Source: an optimization exercise on an open RTL-to-GDS flow (aim: small area, a short achievable clock period and few clock cycles). Production flows keep margins and buffers that such runs may drop. RTL that was checked went through simulation tests only; none was proved equivalent to the original. Function not checked in runs 6 to 8: the RTL went through the layout flow alone. Power and IR drop assume default switching activity.

### flow/standard.sh
#!/bin/bash
# synth_recipe.tcl (not shown) runs the flow's synth.tcl, then flattens the netlist and writes it again
# the make line also repeats each setting of config.mk as NAME=value (left out here)
make -C /OpenROAD-flow-scripts/flow DESIGN_CONFIG=/design/flow/config.mk WORK_HOME=/design/flow/orfs CLKGATE_MAP_FILE= SYNTH_SCRIPT=/design/flow/synth_recipe.tcl "${@:-finish}"
### flow/config.mk
export PLATFORM = sky130hd
export DESIGN_NAME = alu16
export DESIGN_NICKNAME = alu16
export VERILOG_FILES = /design/flow/design.v
export SDC_FILE = /design/flow/constraint.sdc
export NUM_CORES = 4
export LEC_CHECK = 0
export CAP_MARGIN = 20
export CORE_MARGIN = 2
export CORE_UTILIZATION = 40
export SETUP_SLACK_MARGIN = 4.1
export SLEW_MARGIN = 20
### flow/flow/run.sh
#!/bin/bash
# Standard layout, with the port buffers built from the smallest regular
# buffer (the resizer sizes them up where timing needs it) instead of the
# delay cell the resizer picks by default.
export BUFFER_PORTS_ARGS="-buffer_cell sky130_fd_sc_hd__buf_2"
bash standard.sh > standard.log 2>&1
### flow/constraint.sdc
create_clock -name core_clock -period 7.5 [get_ports {CK}]
set_input_delay 1.5000 -clock core_clock [delete_from_list [all_inputs] [get_ports {CK}]]
set_output_delay 1.5000 -clock core_clock [all_outputs]
set_load 0.01 [all_outputs]
### flow/design.v
module alu16(CK, reset, start, instruction, inputR1, inputR2, outputR, busy, done);
	input [15:0] inputR1, inputR2;
	input [2:0] instruction;
	input CK, reset, start;
	output [15:0] outputR;
	output reg busy;
	output reg done;
	reg [15:0] ra, rb, rc;
	reg        st_alu, st_mul, st_pre, st_div;
	reg        sub, osel;
	reg [3:0]  cnt;
	reg        triv;
	wire go = start & ~busy;
	function [3:0] msb;
		input [15:0] v;
		integer i;
		begin
			msb = 4'd0;
			for (i = 0; i < 16; i = i + 1)
				if (v[i]) msb = i;
		end
	endfunction
	function [3:0] nib;
		input [15:0] v;
		begin
			nib[3] = |v[15:12];
			nib[2] = |v[15:8];
			nib[1] = |v[15:4];
			nib[0] = |v;
		end
	endfunction
	wire [15:0] mq  = (~st_mul | rb[0]) ? ra : (rb[1] ? {ra[14:0], 1'b0} : 16'd0);
	wire [15:0] Q   = sub ? ~rb : mq;
	wire        m1  = (rb[1:0] == 2'b11);     
	wire        cin = sub | st_pre;
	wire [17:0] S2  = {1'b0, rc, 1'b1} + {1'b0, Q, cin};
	wire [15:0] S   = S2[16:1];
	wire        ge  = S2[17];
	wire [3:0]  pa = msb(inputR1);
	wire [3:0]  pb = msb(inputR2);
	wire        zb = (rb == 16'd0);
	wire [3:0]  na = nib(inputR1);
	wire [3:0]  nb = nib(inputR2);
	wire        t1   = (inputR2[1:0] == 2'b11);   
	wire        mul1 = t1 ? (inputR2[15:1] == 15'd0) : (inputR2[15:2] == 14'd0);  
	wire        dv0  = ((nb & ~na) != 4'd0);  
	wire        fast = ((instruction == 3'b010) & mul1) | (((instruction == 3'b011) | (instruction == 3'b100)) & dv0);
	assign outputR = osel ? ra : rc;
	always @(posedge CK) begin
		if (reset) begin
			busy   <= 1'b0;
			done   <= 1'b0;
			st_alu <= 1'b0;
			st_mul <= 1'b0;
			st_pre <= 1'b0;
			st_div <= 1'b0;
		end
		else begin
			done <= 1'b0;
			if (go) begin
				sub  <= (instruction == 3'b001);
				osel <= (instruction == 3'b100);
				case (instruction)
					3'b000: begin ra <= inputR1; rc <= inputR2; end
					3'b001: begin rb <= inputR1; rc <= 16'd0; end
					3'b010: begin
						ra <= t1 ? {inputR1[14:0], 1'b0} : {inputR1[13:0], 2'b00};
						rb <= t1 ? {1'b0, inputR2[15:1]} : {2'b00, inputR2[15:2]};
						rc <= inputR2[0] ? inputR1 : (inputR2[1] ? {inputR1[14:0], 1'b0} : 16'd0);
					end
					3'b011, 3'b100: begin
						ra   <= 16'd0;
						rb   <= inputR2;
						rc   <= inputR1;
						cnt  <= pa - pb;
						triv <= (pa < pb);
					end
					3'b101: rc <= inputR1 & inputR2;
					3'b110: rc <= inputR1 | inputR2;
					default: rc <= 16'd0;
				endcase
				st_alu <= (instruction == 3'b000) | (instruction == 3'b001);
				st_mul <= (instruction == 3'b010) & ~mul1;
				st_pre <= ((instruction == 3'b011) | (instruction == 3'b100)) & ~dv0;
				busy   <= ((instruction[2] == 1'b0) | (instruction == 3'b100)) & ~fast;
				done   <= ((instruction[2] == 1'b1) & (instruction != 3'b100)) | fast;
			end
			else if (st_alu) begin
				rc     <= S;
				st_alu <= 1'b0;
				busy   <= 1'b0;
				done   <= 1'b1;
			end
			else if (st_mul) begin
				rc <= S;
				ra <= m1 ? {ra[14:0], 1'b0} : {ra[13:0], 2'b00};
				rb <= m1 ? {1'b0, rb[15:1]} : {2'b00, rb[15:2]};
				if (m1 ? (rb[15:1] == 15'd0) : (rb[15:2] == 14'd0)) begin
					st_mul <= 1'b0;
					busy   <= 1'b0;
					done   <= 1'b1;
				end
			end
			else if (st_pre) begin
				st_pre <= 1'b0;
				if (zb) begin
					rc   <= S;
					ra   <= 16'hffff;
					busy <= 1'b0;
					done <= 1'b1;
				end
				else if (triv) begin
					busy <= 1'b0;
					done <= 1'b1;
				end
				else begin
					rb     <= rb << cnt;
					sub    <= 1'b1;
					st_div <= 1'b1;
				end
			end
			else if (st_div) begin
				if (ge) rc <= S;
				ra  <= {ra[14:0], ge};
				rb  <= rb >> 1;
				cnt <= cnt - 4'd1;
				if (cnt == 4'd0) begin
					st_div <= 1'b0;
					busy   <= 1'b0;
					done   <= 1'b1;
				end
			end
		end
	end
endmodule
==> out/metrics.csv, run 1 <==
metric,value,unit
synth-main-ff-cell,edfxtp_1,
path_delay_family,compound AO/OA/AOI/OAI gates,
grt_pass1_wl,37.0,mm
fin_skew,8.49,ps
crit_type,input port to register,
swShare,0.356,
avgViaCountPerCell,6.54,
ir_worst_vdd,0.000116,V
place_congestion,0.976,
numCtsBuffers,9,
rr_worst_depth,12,
worstReg2RegStart,rb[0]$_DFFE_PP_,
crit_buf_inv,3,
critPathMaxStageDelay,520,ps
leakagePower,2.66,nW
required,7560,ps
r2r_end,rc[14]$_DFFE_PP_,
dieArea,0.0172,mm²
crit_start,instruction[2],
slew_headroom,0.347,
final_util,0.460,
async_reset_ff_frac,0,
p_switching,0.485,mW
synth.area.top_cells,"edfxtp_1, a21oi_1, mux2_2",
start_util,0.408,
startpoint_type,input port,
finalSetupViolations,0,
ys_seq_area_frac,0.274,
vias,6843,
hold_violations,0,
grt_max_degree,55,
grt_pass1_vias,6124,
die_w,131,µm
worstMarginPinSlew,979,ps
internal-power,0.878,mW
cts-root-buf,clkbuf_16,
drive_above_1_share,0.199,
rrSetupSlack,4280,ps
syn_nets,870,
routedWlPerCell,23.5,µm
core,0.0158,mm²
drc,0,
power_density,187,mW/mm²
syn_area,0.00645,mm²
path_clk_slew,50,ps
cts_sinks,61,
rows,46,
clkLatencyLatePin,350,ps
worstPathMaxFanout,19,
drt_iter0_markers,1085,
antenna_found_initial,1,
multi_input_area,0.00438,mm²
slowest_stage,a21oi_1,
final_nets,887,
sequentialPowerShare,0.332,
endpoint_kind,register,
period_needed,3380,ps
synth_commonest_cells,"a21oi_1, nand2_1, nor2_1",
die_h,131,µm
rsz0062_at_grt,true,
cp-endpoint,ra[6]$_DFFE_PP_,
wl,24.6,mm
fillCellCount,1593,
portBuffers,55,
cap_violations,0,
place_ws,3510,ps
hpwl,17.8,mm
path_cells,buf_2 -> inv_2 -> nor3_1 -> nor2_1 -> buf_4 -> a21oi_1 -> a22oi_1,
hold_path.class,register to register,
ioPinCount,56,
setup-tns-final,0,ps
setup_ws,4120,ps
synth-edff-count,55,
antenna_cells,0,
cts_tree,yes,
area_growth,12.9,%
ant_nets,0,
synth.avg_cell_area,7.99,µm²
worstPathArrival,3440,ps
cp.depth,7,
slew_violations,0,
power_frac_clock,0.335,
combinationalPowerShare,0.333,
seqCellArea,0.00177,mm²
synth.most_common_cell,a21oi_1,
synth_top_area_cell,edfxtp_1,
grt-ovfl-total,0,
ys_warn_count,1,
finalCritPeriodShare,0.451,
htree_levels,3,
yosysUniqueCellTypes,68,
dr.pass1.iters,5,
max_freq,296,MHz
syn_inst,808,
hold_buffers,0,
grt_usage,0.290,
hold_start,busy$_SDFFE_PP0P_,
outcome,"complete, no violations",
synth_top_area_frac,0.256,
clock_path_buffers,2,
synth_seq_cells,61,
-- registers in the layout, summed over array words and instances (netlist names) --
name    flops
osel        1
triv        1
rb         16
busy        1
st_div      1
rc         16
sub         1
ra         16
done        1
st_mul      1
st_alu      1
st_pre      1
cnt         4
-- worst min-delay path by stage --
stage	to	slack, ps	cells after the start
finish	busy$_SDFFE_PP0P_	540	2
global route	busy$_SDFFE_PP0P_	560	2
CTS	busy$_SDFFE_PP0P_	540	2
detailed placement	busy$_SDFFE_PP0P_	530	2
global placement	busy$_SDFFE_PP0P_	540	2
floorplan	st_div$_SDFFE_PP0P_	510	2
-- power by group through the flow --
stage / Clock (mW) / Combinational [mW] / Sequential, mW
6_report: 0.457 / 0.454 / 0.452
5_1_grt: 0.473 / 0.494 / 0.454
4_1_cts: 0.457 / 0.430 / 0.453
3_5_place_dp: 0 / 0.418 / 0.461
3_3_place_gp: 0 / 0.420 / 0.460
2_1_floorplan: 0 / 0.310 / 0.436
-- metrics by stage --
stage	power [mW]	cell area, µm²	cells	hold slack (ps)
after global placement	0.880	6780	1020	541
final	1.36	7290	1046	542
after CTS	1.34	7170	1039	544
after global routing	1.42	7290	1046	561
after floorplan	0.746	6480	808	512
after detailed placement	0.879	6780	1020	531
-- worst reg2reg max path, stage by stage, from the launching register on --
cell       delay, ps
edfxtp_1         420
nand2b_1         150
buf_6            240
nor2_1            90
a211oi_1         210
a21oi_1           80
ha_1             400
a21oi_2          270
a21oi_1          120
a2111oi_0        440
o21ai_1          220
xnor2_1          200
o22ai_1          110
-- layout by cell type, fill, tap and decap left out, types with 21 or more instances in the layout --
master / count
a21oi_1: 103
a22oi_1: 29
buf_2: 52
edfxtp_1: 55
ha_1: 21
mux2_2: 34
mux2i_1: 21
nand2_1: 84
nor2_1: 61
o21ai_0: 36
o22ai_1: 22
-- area by class of cell --
class,instances,share of cell area
clock inverter,7,0.0124
inverter,21,0.0108
timing repair buffer,76,0.0642
sequential,61,0.243
multi-input combinational,656,0.601
clock buffer,9,0.0309
tap,216,0.0371
-- repair_timing --
action | 4_1_cts | 5_1_grt
resized for setup | 10 | 19
endpoints found under the hold margin | 0 | 0
buffers inserted | 3 | 7
pin swaps | 3 | 8
setup endpoints to repair | 28 | 39
-- cells by family after synthesis --
kind of cell / synth area share
AOI/OAI and AO/OA: 0.319
and+or+nand+nor: 0.170
buffers and inverters: 0.0634
muxes: 0.102
DFF: 0.274
adders and majority gates: 0.0488
xor gates and xnor gates: 0.0217
-- metal layers --
layer  global-route usage  share of wire
met4                0.116          0.042
met5                    0        0.00053
met2                0.426           0.42
met1                0.419           0.43
met3               0.0537           0.11
Testbench counts, summed over its fixed seeds: cycles 20,712.
==> inputs of run 2 (changes only) <==
==> flow/flow/run.sh (replaced) <==
#!/bin/bash
# Standard layout, with the port buffers built from a regular buffer cell
# instead of the delay cell the resizer picks by default.
export BUFFER_PORTS_ARGS="-buffer_cell sky130_fd_sc_hd__buf_4"
bash standard.sh > standard.log 2>&1
--- a/flow/config.mk
+++ b/flow/config.mk
@@ -8,5 +8,6 @@
 export CAP_MARGIN = 20
 export CORE_MARGIN = 2
-export CORE_UTILIZATION = 40
+export CORE_UTILIZATION = 65
+export PLACE_DENSITY = 0.75
 export SETUP_SLACK_MARGIN = 4.1
 export SLEW_MARGIN = 20
==> run 2 against run 1 <==
Flip-flop and latch count is the same. Power shrank 7.4%. Final area shrank 0.19%. Clock power shrank 25%. Synthesized cell count is the same. First-iteration DRC count grew 32%. Global-route usage grew 14 points. Clock skew grew 5.4 ps. Critical endpoint is now cnt[2]$_DFFE_PP_. Largest cell class unchanged.
==> out/metrics.csv, run 2 <==
metric,value,unit,change
synth.most_common_cell,a21oi_1,,unchanged
ys_seq_area_frac,0.274,,unchanged
synth_top_area_frac,0.256,,unchanged
synth-edff-count,55,,unchanged
slew_headroom,0.321,,was 0.347
final_cell_mix,"a21oi_1, nand2_1, buf_4",,"was a21oi_1, nand2_1, nor2_1"
clkLatencyLatePin,350,ps,about the same
antenna_cells,0,,unchanged
cap_violations,0,,unchanged
core,0.00968,mm²,was 0.0158 mm²
reg_top3,"ra: 16 flops, rb: 16 flops, rc: 16 flops",,unchanged
synth_commonest_cells,"a21oi_1, nand2_1, nor2_1",,unchanged
required,7590,ps,was 7560 ps
syn_inst,808,,unchanged
path_delay_family,compound AO/OA/AOI/OAI gates,,unchanged
numCtsBuffers,9,,unchanged
critPathMaxStageDelay,360,ps,was 520 ps
path_clk_slew,80,ps,was 50 ps
path_cells,buf_4 -> inv_1 -> a21oi_1 -> o21bai_1 -> a21oi_1 -> o31ai_1 -> a221oi_2 -> ha_2 -> inv_2 -> fa_2 -> xor2_1 -> nand2_1 -> o21ai_1,,was buf_2 -> inv_2 -> nor3_1 -> nor2_1 -> buf_4 -> a21oi_1 -> a22oi_1
ys_warn_count,1,,unchanged
cts-root-buf,clkbuf_8,,was clkbuf_16
avgViaCountPerCell,7.55,,was 6.54
place_congestion,1.05,,was 0.976
die_h,104,µm,was 131 µm
drt_iter0_markers,1432,,was 1085
htree_levels,3,,unchanged
portBuffers,55,,unchanged
yosysUniqueCellTypes,68,,unchanged
fin_skew,13.9,ps,was 8.49 ps
rsz0062_at_grt,true,,unchanged
final_nets,889,,was 887
endpoint_kind,register,,unchanged
syn_area,0.00645,mm²,unchanged
grt_pass1_wl,36.3,mm,was 37.0 mm
finalSetupViolations,0,,unchanged
period_needed,3430,ps,was 3380 ps
synth_seq_cells,61,,unchanged
wl,23.9,mm,was 24.6 mm
hpwl,16.9,mm,was 17.8 mm
syn_nets,870,,unchanged
grt_pass1_vias,6388,,was 6124
synth-main-ff-cell,edfxtp_1,,unchanged
dr.pass1.iters,10,,was 5
grt-ovfl-total,0,,unchanged
grt_max_degree,55,,unchanged
area_growth,12.7,%,was 12.9%
leakagePower,2.69,nW,was 2.66 nW
async_reset_ff_frac,0,,unchanged
ant_nets,0,,unchanged
die_w,104,µm,was 131 µm
final_common_cell,a21oi_1,,unchanged
setup-tns-final,0,ps,unchanged
synth_top_area_cell,edfxtp_1,,unchanged
power_density,174,mW/mm²,was 187 mW/mm²
worstPathMaxFanout,8,,was 19
power.total,1.26,mW,was 1.36 mW
final_util,0.751,,was 0.460
max_freq,292,MHz,was 296 MHz
cts_tree,yes,,unchanged
ioPinCount,56,,unchanged
startpoint_type,input port,,unchanged
slowest_stage,fa_2,,was a21oi_1
hold_violations,0,,unchanged
synth.avg_cell_area,7.99,µm²,unchanged
ir_worst_vdd,0.0000777,V,was 0.000116 V
finalCritPeriodShare,0.457,,was 0.451
worstPathArrival,3520,ps,was 3440 ps
hold_path.class,register to register,,unchanged
crit_type,input port to register,,unchanged
slew_violations,0,,unchanged
antenna_found_initial,0,,was 1
rows,36,,was 46
cts_sinks,61,,unchanged
start_util,0.667,,was 0.408
routedWlPerCell,24.8,µm,was 23.5 µm
dieArea,0.0107,mm²,was 0.0172 mm²
clock_path_buffers,2,,unchanged
fillCellCount,728,,was 1593
vias,7282,,was 6843
grt_usage,0.432,,was 0.290
crit_path_frequent_cell,a21oi_1,,
synth.area.top_cells,"edfxtp_1, a21oi_1, mux2_2",,unchanged
drive_above_1_share,0.200,,was 0.199
crit_buf_inv,3,,unchanged
outcome,"complete, no violations",,unchanged
worstMarginPinSlew,1020,ps,was 979 ps
drc,0,,unchanged
## run 2: cell counts after synthesis
No cell type changed its count.
## run 2: layout make-up
| class | count | area, µm² | share of cell area |
|---|---|---|---|
| Clock buffer | 10 | 138 | 0.0189 |
| Sequential cell | 61 | 1770 | 0.244 |
| Inverter | 21 | 91.3 | 0.0126 |
| Multi-Input combinational cell | 657 | 4400 | 0.605 |
| Timing Repair Buffer | 77 | 619 | 0.0852 |
| Tap cell | 133 | 166 | 0.0229 |
| Clock inverter | 6 | 86.3 | 0.0119 |
## run 2: through the flow
| stage | instance area [µm²] | std cells | worst slack, ps | hold WS (ps) |
|---|---|---|---|---|
| after detailed placement | 6780 | 932 | 3220 | 548 |
| after floorplan | 6480 | 808 | 4030 | 512 |
| after global placement | 6780 | 932 | 3350 | 540 |
| after CTS | 7090 | 951 | 4100 | 565 |
| after global routing | 7270 | 965 | 4020 | 626 |
| final | 7270 | 965 | 4070 | 565 |
## run 2: where the power goes
| group | switching (mW) | internal (mW) |
|---|---|---|
| Combinational | 0.283 | 0.187 |
| Sequential | 0.0369 | 0.413 |
| Clock | 0.146 | 0.196 |
## run 2: worst paths after layout
path	start	endpoint	cells after the start	slack, ps
worst min-delay path	busy$_SDFFE_PP0P_	busy$_SDFFE_PP0P_	2	570
worst max-delay path	inputR1[2]	cnt[2]$_DFFE_PP_	13	4070
worst max register to register	rb[0]$_DFFE_PP_	rc[13]$_DFFE_PP_	11	4150
worst min register to register	busy$_SDFFE_PP0P_	busy$_SDFFE_PP0P_	2	570
## run 2: routing by layer
layer,share of wire,global-route usage,vias to the layer above
li1,-,-,3149
met1,0.36,0.592,3243
met2,0.42,0.656,736
met3,0.15,0.101,154
met4,0.071,0.183,0
met5,0,0,-
## run 2: timing repair
action,4_1_cts,5_1_grt
hold buffers,0,0
endpoints found under the hold margin,0,0
setup endpoints to repair,45,29
cloned,0,1
buffers inserted,3,12
pin swaps,3,12
resized for setup,13,17
## run 2: cells by family (layout without fill, tap and decap cells)
| logic type | Yosys count | after routing | share of synthesized area |
|---|---|---|---|
| adders and majority gates | 24 | 24 | 0.0488 |
| and+or+nand+nor | 234 | 235 | 0.170 |
| muxes | 61 | 61 | 0.102 |
| buffers and inverters | 91 | 114 | 0.0634 |
| xor gates and xnor gates | 16 | 16 | 0.0217 |
| AOI/OAI and AO/OA | 321 | 321 | 0.319 |
| DFF | 61 | 61 | 0.274 |
## run 2: tightest hold or removal path: stages, from the launching register on
cell,delay (ps)
dfxtp_1,370
o31ai_1,90
a21oi_1,70
==> inputs of run 3 (changes only) <==
--- a/flow/config.mk
+++ b/flow/config.mk
@@ -8,6 +8,5 @@
 export CAP_MARGIN = 20
 export CORE_MARGIN = 2
-export CORE_UTILIZATION = 65
-export PLACE_DENSITY = 0.75
+export CORE_UTILIZATION = 40
 export SETUP_SLACK_MARGIN = 4.1
 export SLEW_MARGIN = 20
==> run 3 against run 2 <==
Combinational power shrank 0.9%. Sequential share of layout area shrank 0.15 points. Global-route usage shrank 14 points. Sequential power is essentially flat. Setup slack gained 110 ps. Wire length grew 6.2%. Utilization shrank 29 points. Final area grew 0.64%. Critical path depth shrank 7. First-iteration DRC count shrank 32%. Largest cell class unchanged.
==> out/metrics.csv, run 3 <==
metric,value,unit,change
die_w,131,µm,was 104 µm
portBuffers,55,,unchanged
worstPathMaxFanout,15,,was 8
drt_iter0_markers,976,,was 1432
synth.area.top_cells,"edfxtp_1, a21oi_1, mux2_2",,unchanged
power_density,177,mW/mm²,was 174 mW/mm²
reg_top3,"ra: 16 flops, rb: 16 flops, rc: 16 flops",,unchanged
rrSetupSlack,4280,ps,was 4150 ps
outcome,"complete, no violations",,unchanged
grt_usage,0.294,,was 0.432
place_congestion,1.05,,unchanged
hpwl,18.6,mm,was 16.9 mm
setup-tns-final,0,ps,unchanged
slew_violations,0,,unchanged
synth_top_area_cell,edfxtp_1,,unchanged
power.total,1.29,mW,was 1.26 mW
synth.avg_cell_area,7.99,µm²,unchanged
synth_commonest_cells,"a21oi_1, nand2_1, nor2_1",,unchanged
startpoint_type,input port,,unchanged
max_freq,302,MHz,was 292 MHz
antenna_cells,0,,unchanged
syn_nets,870,,unchanged
fin_area,0.00732,mm²,was 0.00727 mm²
final_util,0.462,,was 0.751
ir_worst_vdd,0.0000978,V,was 0.0000777 V
async_reset_ff_frac,0,,unchanged
avgViaCountPerCell,6.69,,was 7.55
cap_violations,0,,unchanged
crit_start,instruction[1],,was inputR1[2]
syn_inst,808,,unchanged
start_util,0.408,,was 0.667
hold_path.class,register to register,,unchanged
yosysUniqueCellTypes,68,,unchanged
core,0.0158,mm²,was 0.00968 mm²
ant_nets,0,,unchanged
place_area,0.00691,mm²,was 0.00678 mm²
dr.pass1.iters,8,,was 10
cts-root-buf,clkbuf_16,,was clkbuf_8
p_switching,0.474,mW,was 0.466 mW
wl_met2,11.6,mm,was 9.93 mm
routedWlPerCell,24.3,µm,was 24.8 µm
ioPinCount,56,,unchanged
finalCritPeriodShare,0.442,,was 0.457
power_frac_clock,0.290,,was 0.271
grt_pass1_vias,6232,,was 6388
ys_warn_count,1,,unchanged
cts_sinks,61,,unchanged
slew_headroom,0.240,,was 0.321
sequentialPowerShare,0.350,,was 0.357
cts_tree,yes,,unchanged
r2r_end,rc[13]$_DFFE_PP_,,unchanged
fin_skew,7.44,ps,was 13.9 ps
worstMarginPinSlew,1140,ps,was 1020 ps
final_common_cell,a21oi_1,,unchanged
die_h,131,µm,was 104 µm
combinationalPowerShare,0.360,,was 0.372
wl_met1,10.7,mm,was 8.67 mm
swShare,0.367,,was 0.369
hold_violations,0,,unchanged
crit_type,input port to register,,unchanged
grt_pass1_wl,37.9,mm,was 36.3 mm
numCtsBuffers,9,,unchanged
path_clk_slew,50,ps,was 80 ps
vias,6977,,was 7282
synth-main-ff-cell,edfxtp_1,,unchanged
synth_seq_cells,61,,unchanged
synth_top_area_frac,0.256,,unchanged
leakagePower,2.67,nW,was 2.69 nW
top_layer,met4,,unchanged
synth.most_common_cell,a21oi_1,,unchanged
worstPathArrival,3370,ps,was 3520 ps
rsz0062_at_grt,false,,was true
period_needed,3320,ps,was 3430 ps
grt-ovfl-total,0,,unchanged
rows,46,,was 36
area_growth,13.4,%,was 12.7%
rr_worst_depth,12,,was 11
synth-edff-count,55,,unchanged
clkLatencyLatePin,340,ps,was 350 ps
wl,25.4,mm,was 23.9 mm
finalSetupViolations,0,,unchanged
cp-endpoint,rc[8]$_DFFE_PP_,,was cnt[2]$_DFFE_PP_
antenna_found_initial,0,,unchanged
clock_path_buffers,2,,unchanged
wl_met3,2.37,mm,was 3.59 mm
final_nets,884,,was 889
htree_levels,3,,unchanged
final_cell_mix,"a21oi_1, nand2_1, buf_4",,unchanged
endpoint_kind,register,,unchanged
internal-power,0.819,mW,was 0.796 mW
ys_seq_area_frac,0.274,,unchanged
worstReg2RegStart,st_mul$_SDFFE_PP0N_,,was rb[0]$_DFFE_PP_
syn_area,0.00645,mm²,unchanged
grt_max_degree,55,,unchanged
drc,0,,unchanged
dieArea,0.0172,mm²,was 0.0107 mm²
drive_above_1_share,0.189,,was 0.200
required,7560,ps,was 7590 ps
run 3: cell type report:
type | count | area (µm²)
fillers | 1565 | 8510
clock inverters | 5 | 27.5
well taps | 216 | 270
multi-input cells | 656 | 4370
clock buffers | 11 | 233
flip-flops and latches | 61 | 1770
repair buffers | 73 | 572
inverters | 21 | 78.8
run 3: per-layer routing:
layer  up-vias  GRT usage
li1       3149          -
met1      3344      0.406
met5         -          0
met4         0     0.0939
met3        57     0.0533
met2       427      0.468
run 3: cells by family (layout without fill, tap and decap cells):
group / count (synthesis) / count (layout) / synth area share
multiplexers: 61 / 61 / 0.102
AO/OA/AOI/OAI: 321 / 321 / 0.319
flip-flops: 61 / 61 / 0.274
adder cells (fa/ha/maj): 24 / 24 / 0.0488
AND/OR/NAND/NOR: 234 / 234 / 0.170
buffers and inverters: 91 / 110 / 0.0634
XOR/XNOR: 16 / 16 / 0.0217
run 3: metrics by stage:
| step | worst slack, ps | std cells | hold slack, ps |
|---|---|---|---|
| final | 4180 | 1043 | 569 |
| after global routing | 4100 | 1043 | 577 |
| after CTS | 4110 | 1038 | 563 |
| after detailed placement | 3420 | 1019 | 550 |
| after global placement | 3520 | 1019 | 547 |
| after floorplan | 4030 | 808 | 512 |
run 3: worst min-delay path by stage:
stage | to | startpoint | depth (start not counted)
floorplan | st_div$_SDFFE_PP0P_ | st_div$_SDFFE_PP0P_ | 2
global placement | busy$_SDFFE_PP0P_ | busy$_SDFFE_PP0P_ | 2
detailed placement | st_div$_SDFFE_PP0P_ | st_div$_SDFFE_PP0P_ | 2
CTS | st_div$_SDFFE_PP0P_ | st_div$_SDFFE_PP0P_ | 2
global route | st_div$_SDFFE_PP0P_ | st_div$_SDFFE_PP0P_ | 2
finish | busy$_SDFFE_PP0P_ | busy$_SDFFE_PP0P_ | 2
run 3: power by group through the flow:
stage	combinational (mW)	sequential [mW]	clock (mW)
finish	0.466	0.452	0.375
detailed placement	0.433	0.461	0
global route	0.503	0.454	0.390
global placement	0.432	0.460	0
CTS	0.445	0.453	0.376
floorplan	0.310	0.436	0
run 3: repair_timing:
item	CTS	global route
hold endpoints to repair	0	0
pin swaps	1	6
resized for setup	7	12
hold buffers	0	0
buffers inserted	3	5
endpoints found under the setup margin	22	35
run 3: critical path, stage by stage:
cell and delay, ps:
buf_4 180, inv_2 160, nand3_1 490, o21ai_0 190, a222oi_1 670, o22ai_1 180
==> inputs of run 4 (changes only) <==
--- a/flow/config.mk
+++ b/flow/config.mk
@@ -9,4 +9,4 @@
 export CORE_MARGIN = 2
 export CORE_UTILIZATION = 40
-export SETUP_SLACK_MARGIN = 4.1
+export SETUP_SLACK_MARGIN = 4.3
 export SLEW_MARGIN = 20
==> run 4 against run 3 <==
Still clean on timing, DRC and antenna. First-iteration DRC count shrank 5.6%. Count of clock-buffer cells in the layout down 2. Power is 12% higher. Global-route usage up 0.99 points. Via count up 2.4%. Flip-flop and latch count did not move. Critical path depth up 7. Utilization rose by 3.2 points. Die area stayed put. Final cell count grew 1.8%. Sequential share of layout area decreased by 1.5 points. Final area is 6.9% higher. Critical endpoint is now cnt[2]$_DFFE_PP_.
==> out/metrics.csv, run 4 <==
metric,value,unit,change
dieArea,0.0172,mm²,unchanged
leakagePower,2.86,nW,was 2.67 nW
die_w,131,µm,unchanged
clkLatencyLatePin,350,ps,was 340 ps
wl,25.9,mm,was 25.4 mm
numCtsBuffers,9,,unchanged
async_reset_ff_frac,0,,unchanged
synth_seq_cells,61,,unchanged
place_congestion,0.979,,was 1.05
final_util,0.494,,was 0.462
sequentialPowerShare,0.310,,was 0.350
combinationalPowerShare,0.346,,was 0.360
max_freq,302,MHz,about the same
synth_compound_area_frac,0.319,,unchanged
finalCritPeriodShare,0.442,,about the same
grt_max_degree,55,,unchanged
area_growth,21.2,%,was 13.4%
internal-power,0.943,mW,was 0.819 mW
fin_area,0.00782,mm²,was 0.00732 mm²
dr.pass1.iters,7,,was 8
synth_top_area_cell,edfxtp_1,,unchanged
swShare,0.350,,was 0.367
finalSetupViolations,0,,unchanged
syn_inst,808,,unchanged
hold_violations,0,,unchanged
hpwl,18.2,mm,was 18.6 mm
synthSimpleGateAreaFrac,0.170,,unchanged
clock_path_buffers,2,,unchanged
cts_tree,yes,,unchanged
drive_above_1_share,0.236,,was 0.189
fillCellCount,1475,,was 1565
power.total,1.45,mW,was 1.29 mW
required,7580,ps,was 7560 ps
cts-root-buf,clkbuf_16,,unchanged
avgViaCountPerCell,6.73,,was 6.69
antenna_cells,0,,unchanged
ioPinCount,56,,unchanged
synth_top_family_by_area,compound AO/OA/AOI/OAI gates,,unchanged
hold_buffers,0,,unchanged
fin_skew,7.90,ps,was 7.44 ps
syn_nets,870,,unchanged
synth_top_area_frac,0.256,,unchanged
final_cell_mix,"a21oi_1, nand2_1, buf_4",,unchanged
htree_levels,3,,unchanged
multi_input_area,0.00454,mm²,was 0.00437 mm²
power_frac_clock,0.344,,was 0.290
worstPathMaxFanout,4,,was 15
die_h,131,µm,unchanged
rows,46,,unchanged
antenna_found_initial,1,,was 0
synth.avg_cell_area,7.99,µm²,unchanged
final_common_cell,a21oi_1,,unchanged
outcome,"complete, no violations",,unchanged
synth.area.mux_share,0.102,,unchanged
place_area,0.00690,mm²,was 0.00691 mm²
rsz0062_at_grt,true,,was false
reg_top3,"ra: 16 flops, rb: 16 flops, rc: 16 flops",,unchanged
endpoint_kind,register,,unchanged
cts_sinks,61,,unchanged
crit_type,input port to register,,unchanged
synth.area.top_cells,"edfxtp_1, a21oi_1, mux2_2",,unchanged
synth_commonest_cells,"a21oi_1, nand2_1, nor2_1",,unchanged
slew_headroom,0.408,,was 0.240
cap_violations,0,,unchanged
period_needed,3320,ps,about the same
vias,7143,,was 6977
worstMarginPinSlew,885,ps,was 1140 ps
p_switching,0.507,mW,was 0.474 mW
grt-ovfl-total,0,,unchanged
hold_path.class,register to register,,unchanged
portBuffers,55,,unchanged
synth-main-ff-cell,edfxtp_1,,unchanged
power_density,185,mW/mm²,was 177 mW/mm²
startpoint_type,input port,,unchanged
drt_iter0_markers,921,,was 976
synth-edff-count,55,,unchanged
slew_violations,0,,unchanged
core,0.0158,mm²,unchanged
ys_seq_area_frac,0.274,,unchanged
grt_pass1_wl,39.2,mm,was 37.9 mm
synth.most_common_cell,a21oi_1,,unchanged
synth_xor_area_frac,0.0217,,unchanged
syn_area,0.00645,mm²,unchanged
grt_pass1_vias,6530,,was 6232
drc,0,,unchanged
worstPathArrival,3400,ps,was 3370 ps
setup-tns-final,0,ps,unchanged
final_nets,903,,was 884
ir_worst_vdd,0.000105,V,was 0.0000978 V
yosysUniqueCellTypes,68,,unchanged
routedWlPerCell,24.4,µm,was 24.3 µm
path_clk_slew,60,ps,was 50 ps
ys_warn_count,1,,unchanged
grt_usage,0.304,,was 0.294
ant_nets,0,,unchanged
synthAdderAreaFrac,0.0488,,unchanged
start_util,0.408,,unchanged
seqCellArea,0.00178,mm²,was 0.00177 mm²
## run 4: cell counts after synthesis
Identical to the previous run, type by type.
## run 4: cells by family (layout without fill, tap and decap cells)
logic type / Yosys count / after routing
compound gates: 321 / 321
simple gates: 234 / 235
buf+inv: 91 / 128
mux: 61 / 61
flops: 61 / 61
fa+ha+maj: 24 / 24
xor+xnor: 16 / 16
## run 4: timing repair
item | in CTS | in global routing
setup endpoints to repair | 73 | 36
buffers inserted | 20 | 7
gates cloned | 1 | 1
pin swaps | 19 | 7
resized for setup | 45 | 32
## run 4: routing by layer
metal | vias up | track usage | share of wire
met2 | 463 | 0.465 | 0.44
li1 | 3193 | - | -
met5 | - | 0 | 0.00050
met4 | 2 | 0.153 | 0.052
met1 | 3407 | 0.409 | 0.40
met3 | 78 | 0.0615 | 0.10
## run 4: cell type report
class	instances	share of cell area
multi-input cells	657	0.580
well taps	216	0.0345
clock inverters	7	0.0157
flip-flops and latches	61	0.227
inverters	21	0.0104
repair buffers	91	0.103
clock buffers	9	0.0288
## run 4: worst paths after layout
kind	from	end	slack, ps	depth (start not counted)
worst max-delay path	inputR1[2]	cnt[2]$_DFFE_PP_	4180	13
worst min-delay path	busy$_SDFFE_PP0P_	busy$_SDFFE_PP0P_	570	2
worst max register to register	rb[0]$_DFFE_PP_	rc[15]$_DFFE_PP_	4380	11
worst min register to register	busy$_SDFFE_PP0P_	busy$_SDFFE_PP0P_	570	2
## run 4: per-stage QoR
stage | setup WS [ps] | hold WS, ps | instances
3_3_place_gp | 3150 | 543 | 1017
5_1_grt | 4150 | 597 | 1062
2_1_floorplan | 4030 | 512 | 808
4_1_cts | 4220 | 571 | 1054
3_5_place_dp | 3020 | 554 | 1017
6_report | 4180 | 566 | 1062
## run 4: power groups by stage
stage               sequential (mW)  clock (mW)  combinational, mW
detailed placement            0.461           0              0.433
finish                        0.449       0.499              0.502
CTS                           0.448       0.499              0.468
floorplan                     0.436           0              0.311
global placement              0.461           0              0.430
global route                  0.451       0.514              0.542
## run 4: critical path: stages
cell and delay [ps]:
buf_12 100, inv_4 30, a21oi_2 100, o21bai_1 80, a21oi_1 170, o31ai_1 110
a221oi_2 360, ha_2 260, inv_2 40, fa_2 360, xor2_2 160, nand2_1 70
o21ai_1 60
==> inputs of run 5 (changes only) <==
==> flow/flow/run.sh (replaced) <==
#!/bin/bash
# Standard layout, with the port buffers built from a regular buffer cell
# instead of the delay cell the resizer picks by default, and the resizer
# free to swap cells across footprints.
export BUFFER_PORTS_ARGS="-buffer_cell sky130_fd_sc_hd__buf_4"
bash standard.sh MATCH_CELL_FOOTPRINT=0 finish > standard.log 2>&1
--- a/flow/config.mk
+++ b/flow/config.mk
@@ -9,4 +9,4 @@
 export CORE_MARGIN = 2
 export CORE_UTILIZATION = 40
-export SETUP_SLACK_MARGIN = 4.3
+export SETUP_SLACK_MARGIN = 4.1
 export SLEW_MARGIN = 20
==> run 5 against run 4 <==
Synthesized area did not move. Non-clock buffer count shrank 15. Clock skew is 1.7 ps higher. Synthesized cell count stayed put. Critical path type unchanged. Combinational power shrank 6.4%. Register-to-register slack worse by 80 ps. Global-route usage decreased by 1.1 points. Clock power decreased by 12%. Power fell by 6.3%.
==> out/metrics.csv, run 5 <==
metric,value,unit,change
outcome,"complete, no violations",,unchanged
cap_violations,0,,unchanged
swShare,0.358,,was 0.350
path_cells,buf_4 -> nor3b_2 -> buf_4 -> and2_1 -> and2b_4 -> a222oi_1 -> o22ai_1,,was buf_12 -> inv_4 -> a21oi_2 -> o21bai_1 -> a21oi_1 -> o31ai_1 -> a221oi_2 -> ha_2 -> inv_2 -> fa_2 -> xor2_2 -> nand2_1 -> o21ai_1
ir_worst_vdd,0.000114,V,was 0.000105 V
final_common_cell,a21oi_1,,unchanged
finalSetupViolations,0,,unchanged
hold_start,busy$_SDFFE_PP0P_,,unchanged
cts_tree,yes,,unchanged
cts-root-buf,clkbuf_16,,unchanged
grt_max_degree,55,,unchanged
p_switching,0.487,mW,was 0.507 mW
power_density,184,mW/mm²,was 185 mW/mm²
hold_path_depth,2,,unchanged
worstReg2RegStart,st_mul$_SDFFE_PP0N_,,was rb[0]$_DFFE_PP_
reg_top3,"ra: 16 flops, rb: 16 flops, rc: 16 flops",,unchanged
start_util,0.408,,unchanged
path_delay_family,compound AO/OA/AOI/OAI gates,,unchanged
slew_violations,0,,unchanged
min_to,busy$_SDFFE_PP0P_,,unchanged
drt_iter0_markers,952,,was 921
wl,25.4,mm,was 25.9 mm
endpoint_kind,register,,unchanged
hpwl,18.3,mm,was 18.2 mm
synth-edff-count,55,,unchanged
dr.pass1.iters,6,,was 7
drive_above_1_share,0.193,,was 0.236
hold_violations,0,,unchanged
syn_inst,808,,unchanged
final_nets,887,,was 903
avgViaCountPerCell,6.72,,was 6.73
synth.most_common_cell,a21oi_1,,unchanged
antenna_cells,0,,unchanged
hold_path.class,register to register,,unchanged
period_needed,3360,ps,was 3320 ps
ant_nets,0,,unchanged
core,0.0158,mm²,unchanged
synth.area.top_cells,"edfxtp_1, a21oi_1, mux2_2",,unchanged
routedWlPerCell,24.3,µm,was 24.4 µm
synth-main-ff-cell,edfxtp_1,,unchanged
cts_sinks,61,,unchanged
synth_top_area_frac,0.256,,unchanged
numCtsBuffers,9,,unchanged
finalCritPeriodShare,0.448,,was 0.442
power_frac_clock,0.322,,was 0.344
area_growth,14.4,%,was 21.2%
ys_seq_area_frac,0.274,,unchanged
worstMarginPinSlew,1210,ps,was 885 ps
syn_nets,870,,unchanged
required,7570,ps,was 7580 ps
final_cells,1046,,was 1062
synth_commonest_cells,"a21oi_1, nand2_1, nor2_1",,unchanged
hold_buffers,0,,unchanged
critPathMaxStageDelay,740,ps,was 360 ps
antenna_found_initial,0,,was 1
max_freq,298,MHz,was 302 MHz
ioPinCount,56,,unchanged
rr_worst_depth,12,,was 11
slew_headroom,0.189,,was 0.408
place_congestion,0.995,,was 0.979
portBuffers,55,,unchanged
grt_usage,0.293,,was 0.304
internal-power,0.872,mW,was 0.943 mW
setup-tns-final,0,ps,unchanged
combinationalPowerShare,0.346,,about the same
dp_cells,1019,,was 1017
htree_levels,3,,unchanged
worstPathArrival,3430,ps,was 3400 ps
r2r_end,rc[13]$_DFFE_PP_,,was rc[15]$_DFFE_PP_
ys_warn_count,1,,unchanged
synth.avg_cell_area,7.99,µm²,unchanged
synth_seq_cells,61,,unchanged
grt_pass1_wl,37.3,mm,was 39.2 mm
leakagePower,2.71,nW,was 2.86 nW
final_cell_mix,"a21oi_1, nand2_1, buf_4",,unchanged
die_w,131,µm,unchanged
drc,0,,unchanged
die_h,131,µm,unchanged
startpoint_type,input port,,unchanged
rrSetupSlack,4300,ps,was 4380 ps
crit_path_frequent_cell,buf_4,,
slowest_stage,a222oi_1,,was a221oi_2
crit_type,input port to register,,unchanged
rows,46,,unchanged
syn_area,0.00645,mm²,unchanged
grt_pass1_vias,6326,,was 6530
fin_skew,9.63,ps,was 7.90 ps
clock_path_buffers,2,,unchanged
rsz0062_at_grt,false,,was true
grt-ovfl-total,0,,unchanged
sequentialPowerShare,0.333,,was 0.310
yosysUniqueCellTypes,68,,unchanged
clkLatencyLatePin,350,ps,about the same
crit_buf_inv,2,,was 3
async_reset_ff_frac,0,,unchanged
dieArea,0.0172,mm²,unchanged
worstPathMaxFanout,33,,was 4
vias,7029,,was 7143
synth_top_area_cell,edfxtp_1,,unchanged
path_clk_slew,60,ps,about the same
-- run 5: routing by layer --
layer,part of all wire,GRT usage
met3,0.11,0.0623
met2,0.42,0.420
met5,0,0
met1,0.41,0.409
met4,0.057,0.162
-- run 5: cells by family after synthesis --
logic type	Yosys count	synth area share
buf+inv	91	0.0634
compound gates	321	0.319
fa+ha+maj	24	0.0488
flops	61	0.274
simple gates	234	0.170
xor+xnor	16	0.0217
mux	61	0.102
-- run 5: final cells by class --
cell class,count,area (µm²)
clock buffers,11,253
fillers,1566,8450
flip-flops and latches,61,1770
clock inverters,5,48.8
repair buffers,76,591
inverters,21,78.8
well taps,216,270
multi-input cells,656,4370
-- run 5: worst max path at each step --
stage | from | to | slack, ps | depth (start not counted)
6_report | instruction[1] | rc[5]$_DFFE_PP_ | 4140 | 7
5_1_grt | instruction[1] | rc[13]$_DFFE_PP_ | 4100 | 8
4_1_cts | st_mul$_SDFFE_PP0N_ | rc[12]$_DFFE_PP_ | 4100 | 12
3_5_place_dp | rb[0]$_DFFE_PP_ | rc[2]$_DFFE_PP_ | 3500 | 12
3_3_place_gp | rb[0]$_DFFE_PP_ | rc[2]$_DFFE_PP_ | 3600 | 12
2_1_floorplan | inputR1[1] | cnt[2]$_DFFE_PP_ | 4040 | 12
-- run 5: power by group through the flow --
stage / sequential [mW] / combinational, mW / clock, mW
2_1_floorplan: 0.436 / 0.310 / 0
3_3_place_gp: 0.460 / 0.430 / 0
4_1_cts: 0.453 / 0.444 / 0.435
6_report: 0.452 / 0.470 / 0.437
3_5_place_dp: 0.460 / 0.432 / 0
5_1_grt: 0.454 / 0.505 / 0.452
-- run 5: stage by stage --
step / utilization / power, mW / setup WS, ps / area, µm² / hold slack, ps
6_report: 0.466 / 1.36 / 4140 / 7380 / 567
5_1_grt: 0.466 / 1.41 / 4100 / 7380 / 588
4_1_cts: 0.460 / 1.33 / 4100 / 7280 / 565
3_5_place_dp: 0.437 / 0.893 / 3500 / 6910 / 555
3_3_place_gp: 0.437 / 0.890 / 3600 / 6910 / 532
2_1_floorplan: - / 0.746 / 4040 / 6480 / 512
-- run 5: worst reg2reg max path: cells and delay by family, from the launching register on --
kind            cells  cell delay, ps
fa+ha+maj           1             410
mux                 1             190
simple gates        5             820
buf+inv             2             320
compound gates      3             790
flops               1             410
-- run 5: timing repair --
| action | in CTS | in global routing |
|---|---|---|
| gates cloned | 0 | 0 |
| gates resized for setup | 7 | 12 |
| pin swaps | 1 | 6 |
| buffers inserted | 3 | 8 |
| setup endpoints to repair | 23 | 45 |
==> inputs of run 6 (changes only) <==
--- a/flow/design.v
+++ b/flow/design.v
@@ -61,6 +61,10 @@
 				sub  <= (instruction == 3'b001);
 				osel <= (instruction == 3'b100);
+				ra   <= inputR1;
+				rb   <= inputR2;
+				cnt  <= pa - pb;
+				triv <= (pa < pb);
 				case (instruction)
-					3'b000: begin ra <= inputR1; rc <= inputR2; end
+					3'b000: rc <= inputR2;
 					3'b001: begin rb <= inputR1; rc <= 16'd0; end
 					3'b010: begin
@@ -70,9 +74,6 @@
 					end
 					3'b011, 3'b100: begin
-						ra   <= 16'd0;
-						rb   <= inputR2;
-						rc   <= inputR1;
-						cnt  <= pa - pb;
-						triv <= (pa < pb);
+						ra <= 16'd0;
+						rc <= inputR1;
 					end
 					3'b101: rc <= inputR1 & inputR2;
==> flow/flow/run.sh (replaced) <==
#!/bin/bash
# Standard layout, with the port buffers built from a regular buffer cell
# instead of the delay cell the resizer picks by default.
export BUFFER_PORTS_ARGS="-buffer_cell sky130_fd_sc_hd__buf_4"
bash standard.sh > standard.log 2>&1
==> run 6 against run 5 <==
Clock skew down 1.4 ps. Flip-flop and latch count stayed put. Setup slack lost 22 ps. Combinational power increased by 4.5%. Largest power group unchanged. Critical endpoint is now cnt[2]$_DFFE_PP_. First-iteration DRC count up 10%. Synthesized area grew 2.3%.
==> out/metrics.csv, run 6 <==
metric,value,unit,change
hpwl,17.7,mm,was 18.3 mm
outcome,"complete, no violations",,unchanged
busiest_layer,met2,,unchanged
numCtsBuffers,9,,unchanged
synth_top_area_cell,edfxtp_1,,unchanged
rrSetupSlack,4250,ps,was 4300 ps
cts-root-buf,clkbuf_16,,unchanged
reg_top3,"ra: 16 flops, rb: 16 flops, rc: 16 flops",,unchanged
startpoint_type,input port,,unchanged
setup-tns-final,0,ps,unchanged
synth_commonest_cells,"a21oi_1, nand2_1, clkbuf_1",,"was a21oi_1, nand2_1, nor2_1"
hold_start,st_div$_SDFFE_PP0P_,,was busy$_SDFFE_PP0P_
grt_usage,0.272,,was 0.293
synth_seq_cells,61,,unchanged
finalSetupViolations,0,,unchanged
slew_headroom,0.331,,was 0.189
whs,595,ps,was 567 ps
ys_seq_area_frac,0.268,,was 0.274
rr_worst_depth,11,,was 12
worstMarginPinSlew,1000,ps,was 1210 ps
syn_area,0.00661,mm²,was 0.00645 mm²
avgViaCountPerCell,6.65,,was 6.72
die_h,133,µm,was 131 µm
worstPathArrival,3440,ps,was 3430 ps
leakagePower,2.76,nW,was 2.71 nW
crit_path_frequent_cell,inv_2,,was buf_4
ant_nets,0,,unchanged
ioPinCount,56,,unchanged
synth.most_common_cell,a21oi_1,,unchanged
grt_max_degree,43,,was 55
hold_violations,0,,unchanged
r2r_end,rc[15]$_DFFE_PP_,,was rc[13]$_DFFE_PP_
antenna_cells,0,,unchanged
drive_above_1_share,0.168,,was 0.193
vias,7067,,was 7029
finalCritPeriodShare,0.451,,was 0.448
routedWlPerCell,23.2,µm,was 24.3 µm
rsz0062_at_grt,true,,was false
ys_warn_count,1,,unchanged
slowest_stage,fa_2,,was a222oi_1
rows,46,,unchanged
max_freq,296,MHz,was 298 MHz
path_cells,buf_6 -> inv_2 -> a21oi_2 -> o21bai_1 -> a21oi_1 -> o31ai_2 -> a221oi_2 -> ha_2 -> inv_2 -> fa_2 -> xor2_1 -> nand2_1 -> o21ai_0,,was buf_4 -> nor3b_2 -> buf_4 -> and2_1 -> and2b_4 -> a222oi_1 -> o22ai_1
synth-edff-count,55,,unchanged
dr.pass1.iters,7,,was 6
drt_iter0_markers,1047,,was 952
ir_worst_vdd,0.000103,V,was 0.000114 V
hold_path_depth,2,,unchanged
dieArea,0.0176,mm²,was 0.0172 mm²
cap_violations,0,,unchanged
antenna_found_initial,0,,unchanged
synth.avg_cell_area,7.83,µm²,was 7.99 µm²
place_congestion,1.01,,was 0.995
worstReg2RegStart,rb[0]$_DFFE_PP_,,was st_mul$_SDFFE_PP0N_
syn_inst,844,,was 808
clkLatencyLatePin,330,ps,was 350 ps
period_needed,3380,ps,was 3360 ps
area_growth,13.8,%,was 14.4%
cts_sinks,61,,unchanged
grtUsageMet1,0.387,,was 0.409
core,0.0160,mm²,was 0.0158 mm²
hold_buffers,0,,unchanged
hold_path.class,register to register,,unchanged
synth_top_area_frac,0.250,,was 0.256
critPathMaxStageDelay,360,ps,was 740 ps
fin_skew,8.25,ps,was 9.63 ps
grt_util_met3,0.0406,,was 0.0623
grt_pass1_wl,37.3,mm,about the same
syn_nets,906,,was 870
worstPathMaxFanout,8,,was 33
async_reset_ff_frac,0,,unchanged
endpoint_kind,register,,unchanged
required,7560,ps,was 7570 ps
final_cell_mix,"a21oi_1, nand2_1, buf_4",,unchanged
grt_pass1_vias,6299,,was 6326
synth.area.top_cells,"edfxtp_1, a21oi_1, nand2_1",,"was edfxtp_1, a21oi_1, mux2_2"
final_common_cell,a21oi_1,,unchanged
path_clk_slew,50,ps,was 60 ps
met2_usage,0.405,,was 0.420
crit_type,input port to register,,unchanged
yosysUniqueCellTypes,67,,was 68
die_w,133,µm,was 131 µm
cts_tree,yes,,unchanged
clock_path_buffers,2,,unchanged
slew_violations,0,,unchanged
portBuffers,55,,unchanged
min_to,st_div$_SDFFE_PP0P_,,was busy$_SDFFE_PP0P_
wl,24.6,mm,was 25.4 mm
drc,0,,unchanged
htree_levels,3,,unchanged
power_density,182,mW/mm²,was 184 mW/mm²
start_util,0.413,,was 0.408
final_nets,903,,was 887
synth-main-ff-cell,edfxtp_1,,unchanged
grt-ovfl-total,0,,unchanged
[run 6: changes by cell type in the layout (fill, tap and decap cells not counted), moves of 8 or more]
| cell | before | now |
|---|---|---|
| a221oi_1 | 13 | 22 |
| a22oi_1 | 29 | 2 |
| o22ai_1 | 22 | 13 |
| buf_4 | 73 | 65 |
| o221ai_1 | 1 | 15 |
| nand2_1 | 84 | 99 |
| o211ai_1 | 6 | 16 |
| mux2_2 | 34 | 19 |
| mux2i_1 | 21 | 33 |
| o21ai_1 | 17 | 31 |
| o21ai_0 | 36 | 26 |
[run 6: cells by family after synthesis]
kind of cell / Yosys count / share of synthesized area
compound gates: 315 / 0.311
simple gates: 272 / 0.197
buf+inv: 100 / 0.0589
flops: 61 / 0.268
mux: 58 / 0.0977
fa+ha+maj: 24 / 0.0477
xor+xnor: 14 / 0.0186
[run 6: layer usage]
metal	vias to the layer above	share of wire
met2	430	0.42
li1	3201	-
met5	-	0
met3	71	0.093
met4	0	0.054
met1	3365	0.43
[run 6: area by class of cell]
| type | count | area, µm² |
|---|---|---|
| Clock buffer | 11 | 233 |
| Clock inverter | 5 | 51.3 |
| Fill cell | 1582 | 8480 |
| Inverter | 16 | 60.1 |
| Multi-Input combinational cell | 685 | 4600 |
| Sequential cell | 61 | 1780 |
| Tap cell | 216 | 270 |
| Timing Repair Buffer | 68 | 531 |
[run 6: per-stage QoR]
step | std cells | power [mW] | area (µm²) | setup slack (ps) | util
finish | 1062 | 1.37 | 7520 | 4120 | 0.470
floorplan | 844 | 0.785 | 6680 | 4040 | -
global placement | 1036 | 0.923 | 7030 | 3450 | 0.439
global route | 1062 | 1.43 | 7520 | 4010 | 0.470
detailed placement | 1036 | 0.930 | 7030 | 3350 | 0.439
CTS | 1058 | 1.35 | 7410 | 4130 | 0.463
[run 6: worst max-delay path by stage]
stage                                   to  slack (ps)  cells after the start             from
after CTS                 cnt[3]$_DFFE_PP_        4130                     12       inputR2[3]
after global placement    rc[15]$_DFFE_PP_        3450                     11  rb[0]$_DFFE_PP_
final                     cnt[2]$_DFFE_PP_        4120                     13       inputR1[2]
after detailed placement   rc[8]$_DFFE_PP_        3350                     11  rb[0]$_DFFE_PP_
after global routing      cnt[2]$_DFFE_PP_        4010                     13       inputR1[2]
after floorplan           cnt[2]$_DFFE_PP_        4040                     13       inputR1[2]
[run 6: power breakdown]
group / switching [mW] / leakage [nW] / internal (mW)
registers: 0.0472 / 0.564 / 0.416
clock network: 0.156 / 0.137 / 0.255
logic: 0.288 / 2.06 / 0.202
total: 0.491 / 2.76 / 0.874
[run 6: repair_timing]
| action | CTS | global route |
|---|---|---|
| endpoints found under the hold margin | 0 | 0 |
| setup buffers | 5 | 3 |
| gates cloned | 1 | 1 |
| gates resized for setup | 11 | 18 |
| setup endpoints to repair | 58 | 29 |
| pin swaps | 3 | 5 |
[run 6: critical path, delay by kind of cell]
family                     cells  cell delay, ps
AOI/OAI and AO/OA              6             880
adders and majority gates      2             590
buffers and inverters          3             220
xor gates and xnor gates       1             170
and+or+nand+nor                1              90
==> inputs of run 7 (changes only) <==
--- a/flow/design.v
+++ b/flow/design.v
@@ -9,6 +9,6 @@
 	reg        st_alu, st_mul, st_pre, st_div;
 	reg        sub, osel;
-	reg [3:0]  cnt;
-	reg        triv;
+	reg [3:0]  cnt;		 
+	reg [3:0]  pbr;		 
 	wire go = start & ~busy;
 	function [3:0] msb;
@@ -40,4 +40,6 @@
 	wire [3:0]  pb = msb(inputR2);
 	wire        zb = (rb == 16'd0);
+	wire        triv = (cnt < pbr);
+	wire [3:0]  d    = cnt - pbr;
 	wire [3:0]  na = nib(inputR1);
 	wire [3:0]  nb = nib(inputR2);
@@ -61,10 +63,6 @@
 				sub  <= (instruction == 3'b001);
 				osel <= (instruction == 3'b100);
-				ra   <= inputR1;
-				rb   <= inputR2;
-				cnt  <= pa - pb;
-				triv <= (pa < pb);
 				case (instruction)
-					3'b000: rc <= inputR2;
+					3'b000: begin ra <= inputR1; rc <= inputR2; end
 					3'b001: begin rb <= inputR1; rc <= 16'd0; end
 					3'b010: begin
@@ -74,6 +72,9 @@
 					end
 					3'b011, 3'b100: begin
-						ra <= 16'd0;
-						rc <= inputR1;
+						ra   <= 16'd0;
+						rb   <= inputR2;
+						rc   <= inputR1;
+						cnt  <= pa;
+						pbr  <= pb;
 					end
 					3'b101: rc <= inputR1 & inputR2;
@@ -116,5 +117,6 @@
 				end
 				else begin
-					rb     <= rb << cnt;
+					rb     <= rb << d;
+					cnt    <= d;
 					sub    <= 1'b1;
 					st_div <= 1'b1;
--- a/flow/config.mk
+++ b/flow/config.mk
@@ -9,4 +9,4 @@
 export CORE_MARGIN = 2
 export CORE_UTILIZATION = 40
-export SETUP_SLACK_MARGIN = 4.1
+export SETUP_SLACK_MARGIN = 4.3
 export SLEW_MARGIN = 20
==> run 7 against run 6 <==
Final cell count grew 8.6%. Final area is 7.7% higher. Count of clock-buffer cells in the layout increased by 1. Power up 5.7%. Global-route usage grew 2.5 points. Critical path depth down 1. Hold slack got worse by 100 ps. Wire length grew 11%. Non-clock buffer count increased by 38. Synthesized cell count is 5.9% higher. Critical path type is now register to register. Critical endpoint is now rc[1]$_DFFE_PP_. Largest cell class unchanged.
==> out/metrics.csv, run 7 <==
metric,value,unit,change
hold_violations,0,,unchanged
syn_nets,956,,was 906
cts_tree,yes,,unchanged
async_reset_ff_frac,0,,unchanged
combinationalPowerShare,0.381,,was 0.359
die_h,134,µm,was 133 µm
reg_top3,"ra: 16 flops, rb: 16 flops, rc: 16 flops",,unchanged
area_growth,19.1,%,was 13.8%
syn_inst,894,,was 844
fin_area,0.00810,mm²,was 0.00752 mm²
ir_worst_vdd,0.000119,V,was 0.000103 V
cts_sinks,64,,was 61
antenna_found_initial,0,,unchanged
slew_headroom,0.270,,was 0.331
startpoint_type,register,,was input port
path_clk_slew,60,ps,was 50 ps
worstPathMaxFanout,8,,unchanged
die_w,134,µm,was 133 µm
synth_commonest_cells,"nand2_1, a21oi_1, clkbuf_1",,"was a21oi_1, nand2_1, clkbuf_1"
antenna_cells,0,,unchanged
ys_warn_count,1,,unchanged
swShare,0.366,,was 0.360
worstMarginPinSlew,1100,ps,was 1000 ps
rows,47,,was 46
core,0.0166,mm²,was 0.0160 mm²
grt-ovfl-total,0,,unchanged
power_frac_clock,0.294,,was 0.301
clkLatencyLatePin,360,ps,was 330 ps
avgViaCountPerCell,6.68,,was 6.65
htree_levels,3,,unchanged
power.total,1.44,mW,was 1.37 mW
wl,27.3,mm,was 24.6 mm
synth.area.top_cells,"edfxtp_1, a21oi_1, nand2_1",,unchanged
vias,7699,,was 7067
ys_seq_area_frac,0.274,,was 0.268
fillCellCount,1701,,was 1582
required,7570,ps,was 7560 ps
synth-main-ff-cell,edfxtp_1,,unchanged
synth.avg_cell_area,7.61,µm²,was 7.83 µm²
whs,495,ps,was 595 ps
grt_pass1_vias,6844,,was 6299
yosysUniqueCellTypes,76,,was 67
final_common_cell,nand2_1,,was a21oi_1
synth_seq_cells,64,,was 61
outcome,"complete, no violations",,unchanged
drc,0,,unchanged
grt_max_degree,62,,was 43
synth-edff-count,58,,was 55
final_nets,990,,was 903
sequentialPowerShare,0.326,,was 0.340
cts-root-buf,clkbuf_16,,unchanged
rsz0062_at_grt,true,,unchanged
rrSetupSlack,4260,ps,was 4250 ps
power_density,178,mW/mm²,was 182 mW/mm²
start_util,0.410,,was 0.413
fin_skew,10.3,ps,was 8.25 ps
drive_above_1_share,0.206,,was 0.168
grt_pass1_wl,41.0,mm,was 37.3 mm
ant_nets,0,,unchanged
slew_violations,0,,unchanged
setup-tns-final,0,ps,unchanged
finalCritPeriodShare,0.433,,was 0.451
dp_cells,1098,,was 1036
portBuffers,55,,unchanged
internal-power,0.914,mW,was 0.874 mW
p_switching,0.529,mW,was 0.491 mW
max_freq,308,MHz,was 296 MHz
place_area,0.00730,mm²,was 0.00703 mm²
worstPathArrival,3320,ps,was 3440 ps
grt_usage,0.297,,was 0.272
place_congestion,0.952,,was 1.01
numCtsBuffers,9,,unchanged
finalSetupViolations,0,,unchanged
ioPinCount,56,,unchanged
clock_path_buffers,2,,unchanged
dr.pass1.iters,12,,was 7
routedWlPerCell,23.6,µm,was 23.2 µm
hpwl,18.3,mm,was 17.7 mm
endpoint_kind,register,,unchanged
synth_top_area_frac,0.256,,was 0.250
period_needed,3240,ps,was 3380 ps
leakagePower,3.02,nW,was 2.76 nW
dieArea,0.0181,mm²,was 0.0176 mm²
hold_path.class,register to register,,unchanged
crit_type,register to register,,was input port to register
syn_area,0.00680,mm²,was 0.00661 mm²
cap_violations,0,,unchanged
drt_iter0_markers,1235,,was 1047
synth.most_common_cell,nand2_1,,was a21oi_1
synth_top_area_cell,edfxtp_1,,unchanged
final_cells,1153,,was 1062
final_cell_mix,"nand2_1, a21oi_1, buf_4",,"was a21oi_1, nand2_1, buf_4"
[run 7: power by group through the flow]
stage / logic [mW] / registers [mW] / clock network [mW]
final: 0.549 / 0.470 / 0.424
after global routing: 0.588 / 0.471 / 0.444
after CTS: 0.504 / 0.468 / 0.422
after detailed placement: 0.463 / 0.482 / 0
after global placement: 0.462 / 0.482 / 0
after floorplan: 0.342 / 0.457 / 0
[run 7: repair_timing]
item,in CTS,in global routing
gates cloned,3,1
hold buffers,0,0
setup buffers,22,13
pin swaps,14,20
endpoints found under the setup margin,58,40
resized for setup,15,29
[run 7: area by class of cell]
| class | count | area (µm²) | share of cell area |
|---|---|---|---|
| flip-flops and latches | 64 | 1870 | 0.230 |
| multi-input cells | 724 | 4700 | 0.580 |
| clock inverters | 4 | 45.0 | 0.00556 |
| clock buffers | 12 | 236 | 0.0292 |
| inverters | 23 | 86.3 | 0.0107 |
| well taps | 220 | 275 | 0.0340 |
| repair buffers | 106 | 892 | 0.110 |
[run 7: kinds of logic (layout without fill, tap and decap cells)]
| kind of cell | Yosys count | after routing | synth area share |
|---|---|---|---|
| AOI/OAI and AO/OA | 324 | 324 | 0.303 |
| and+or+nand+nor | 323 | 326 | 0.219 |
| buffers and inverters | 109 | 145 | 0.0697 |
| DFF | 64 | 64 | 0.274 |
| muxes | 34 | 34 | 0.0681 |
| adders and majority gates | 24 | 24 | 0.0464 |
| xor gates and xnor gates | 16 | 16 | 0.0206 |
[run 7: layer usage]
layer / global-route usage / vias to the layer above / routed length (µm)
met3: 0.0389 / 90 / 2940
li1: - / 3435 / -
met1: 0.436 / 3614 / 11200
met5: 0 / - / 0
met4: 0.137 / 0 / 1250
met2: 0.431 / 560 / 11900
[run 7: final timing paths]
path / startpoint / cells after the start / to
max: rb[0]$_DFFE_PP_ / 12 / rc[1]$_DFFE_PP_
min: busy$_SDFFE_PP0P_ / 2 / busy$_SDFFE_PP0P_
max reg2reg: rb[0]$_DFFE_PP_ / 12 / rc[1]$_DFFE_PP_
min reg2reg: busy$_SDFFE_PP0P_ / 2 / busy$_SDFFE_PP0P_
[run 7: worst max-delay path, cell delays in order, from the launching register on]
cell and delay, ps:
edfxtp_1 510, nand2b_4 250, a211oi_2 190, a21oi_1 60, ha_1 350, o211ai_1 200
a21oi_4 290, o2111ai_4 150, nand2_2 140, a31oi_4 110, a2111oi_4 380, buf_4 200
buf_8 140
[run 7: metrics by stage]
step                      utilization  setup slack, ps
after floorplan                     -             4180
after global routing            0.488             4190
after global placement          0.440             3670
final                           0.488             4260
after detailed placement        0.440             3600
after CTS                       0.475             4290
==> inputs of run 8 (changes only) <==
==> flow/flow/run.sh (replaced) <==
#!/bin/bash
# Standard layout, with the port buffers built from the smallest regular
# buffer (the resizer sizes them up where timing needs it) instead of the
# delay cell the resizer picks by default.
export BUFFER_PORTS_ARGS="-buffer_cell sky130_fd_sc_hd__buf_1"
bash standard.sh > standard.log 2>&1
--- a/flow/config.mk
+++ b/flow/config.mk
@@ -9,4 +9,7 @@
 export CORE_MARGIN = 2
 export CORE_UTILIZATION = 40
-export SETUP_SLACK_MARGIN = 4.3
+export CTS_BUF_LIST = sky130_fd_sc_hd__clkbuf_8
+export CTS_CLUSTER_DIAMETER = 100
+export CTS_CLUSTER_SIZE = 40
+export SETUP_SLACK_MARGIN = 4.1
 export SLEW_MARGIN = 20
==> run 8 against run 7 <==
Still clean on timing, DRC and antenna. Highest routed layer unchanged. Clock skew grew 3.6 ps. Largest cell class unchanged. Final area shrank 7.0%. Final cell count shrank 1.6%.
==> out/metrics.csv, run 8 <==
metric,value,unit,change
reg_top3,"ra: 16 flops, rb: 16 flops, rc: 16 flops",,unchanged
endpoint_kind,register,,unchanged
start_util,0.410,,unchanged
fillCellCount,1695,,was 1701
power_density,166,mW/mm²,was 178 mW/mm²
rows,47,,unchanged
grt_pass1_wl,38.7,mm,was 41.0 mm
synth.most_common_cell,nand2_1,,unchanged
hold_path.class,register to register,,unchanged
ioPinCount,56,,unchanged
drive_above_1_share,0.116,,was 0.206
core,0.0166,mm²,unchanged
ant_nets,0,,unchanged
path_delay_family,compound AO/OA/AOI/OAI gates,,unchanged
cts_sinks,64,,unchanged
synth_top_area_frac,0.256,,unchanged
setup_ws,4160,ps,was 4260 ps
antenna_found_initial,0,,unchanged
die_w,134,µm,unchanged
grt_pass1_vias,6428,,was 6844
syn_inst,894,,unchanged
critPathMaxStageDelay,560,ps,was 510 ps
period_needed,3340,ps,was 3240 ps
final_cell_mix,"nand2_1, a21oi_1, nor2_1",,"was nand2_1, a21oi_1, buf_4"
crit_start,rb[0]$_DFFE_PP_,,unchanged
synth-edff-count,58,,unchanged
place_congestion,0.967,,was 0.952
internal-power,0.770,mW,was 0.914 mW
setup-tns-final,0,ps,unchanged
sequentialPowerShare,0.373,,was 0.326
grt_max_degree,39,,was 62
ys_warn_count,1,,unchanged
power_frac_clock,0.240,,was 0.294
swShare,0.387,,was 0.366
slew_headroom,0.341,,was 0.270
worstMarginPinSlew,986,ps,was 1100 ps
numCtsBuffers,9,,unchanged
worstPathArrival,3450,ps,was 3320 ps
outcome,"complete, no violations",,unchanged
yosysUniqueCellTypes,76,,unchanged
die_h,134,µm,unchanged
dieArea,0.0181,mm²,unchanged
final_nets,971,,was 990
async_reset_ff_frac,0,,unchanged
synth_seq_cells,64,,unchanged
synth.avg_cell_area,7.61,µm²,unchanged
leakagePower,2.69,nW,was 3.02 nW
hold_buffers,0,,unchanged
crit_buf_inv,2,,unchanged
combinationalPowerShare,0.388,,was 0.381
finalCritPeriodShare,0.445,,was 0.433
slew_violations,0,,unchanged
synth-main-ff-cell,edfxtp_1,,unchanged
worstPathMaxFanout,6,,was 8
wl,25.5,mm,was 27.3 mm
fin_skew,13.9,ps,was 10.3 ps
synth.area.top_cells,"edfxtp_1, a21oi_1, nand2_1",,unchanged
cts_tree,yes,,unchanged
avgViaCountPerCell,6.55,,was 6.68
path_clk_slew,80,ps,was 60 ps
ys_seq_area_frac,0.274,,unchanged
drc,0,,unchanged
drt_iter0_markers,1144,,was 1235
dr.pass1.iters,6,,was 12
startpoint_type,register,,unchanged
place_ws,3310,ps,was 3600 ps
grt_usage,0.279,,was 0.297
clkLatencyLatePin,370,ps,was 360 ps
finalSetupViolations,0,,unchanged
clock_path_buffers,2,,unchanged
antenna_cells,0,,unchanged
==> run 8: cell counts after synthesis <==
No cell type changed its count.
==> run 8: worst register-to-register path, cell delays in order, from the launching register on <==
cell and delay [ps]:
edfxtp_1 410, nand2b_4 210, buf_4 140, nand2_1 60
mux2i_1 230, inv_1 90, fa_1 390, nand2b_1 170
a211oi_1 560, o31ai_1 230, o311ai_1 320, xnor2_1 160
o22ai_1 100
==> run 8: metal layers <==
layer  global-route usage  vias up  routed length, µm
met5                    0        -                  0
met4                0.103        0                761
met3               0.0605       59               2840
met2                0.408      505              11200
met1                0.403     3467              10800
li1                     -     3395                  -
==> run 8: path summary, 6_finish.rpt <==
path,to,slack [ps],cells past startpoint
max,rc[13]$_DFFE_PP_,4160,12
min,busy$_SDFFE_PP0P_,520,2
max reg2reg,rc[13]$_DFFE_PP_,4160,12
min reg2reg,busy$_SDFFE_PP0P_,520,2
==> run 8: stage by stage <==
step	hold WS, ps	area (µm²)	util	std cells	power [mW]
after floorplan	507	6850	-	894	0.792
after global placement	486	7040	0.425	1097	0.917
after detailed placement	496	7050	0.425	1097	0.917
after CTS	512	7330	0.442	1119	1.22
after global routing	563	7540	0.454	1134	1.31
final	522	7540	0.454	1134	1.25
==> run 8: what timing repair did <==
item	CTS	global route
cloned	1	1
gates resized for setup	9	13
endpoints found under the hold margin	0	0
pin swaps	1	6
endpoints found under the setup margin	47	39
buffers inserted	5	13
==> run 8: power groups by stage <==
stage	registers, mW	logic [mW]	clock network (mW)
after floorplan	0.457	0.335	0
after global placement	0.480	0.437	0
after detailed placement	0.480	0.437	0
after CTS	0.470	0.449	0.304
after global routing	0.470	0.526	0.315
final	0.468	0.486	0.301
==> run 8: final cells by class <==
type	count	area, µm²	share of cell area
inverter	23	86.3	0.0115
sequential	64	1870	0.248
timing repair buffer	89	536	0.0711
clock buffer	9	124	0.0164
tap	220	275	0.0365
clock inverter	7	57.6	0.00764
multi-input combinational	722	4590	0.609
==> run 8: kinds of logic after synthesis <==
logic type                 share of synthesized area
and+or+nand+nor                                0.219
buffers and inverters                         0.0697
DFF                                            0.274
muxes                                         0.0681
adders and majority gates                     0.0464
AOI/OAI and AO/OA                              0.303
xor gates and xnor gates                      0.0206

Re-timed with assumed drivers on the ports (clkbuf_16 on the clock, buf_2 on other inputs), run 8 has 4.160 ns of setup slack against 4.160 ns with ideal ports, and 3.818 ns once port delays also move by the mid clock arrival of 0.405 ns.
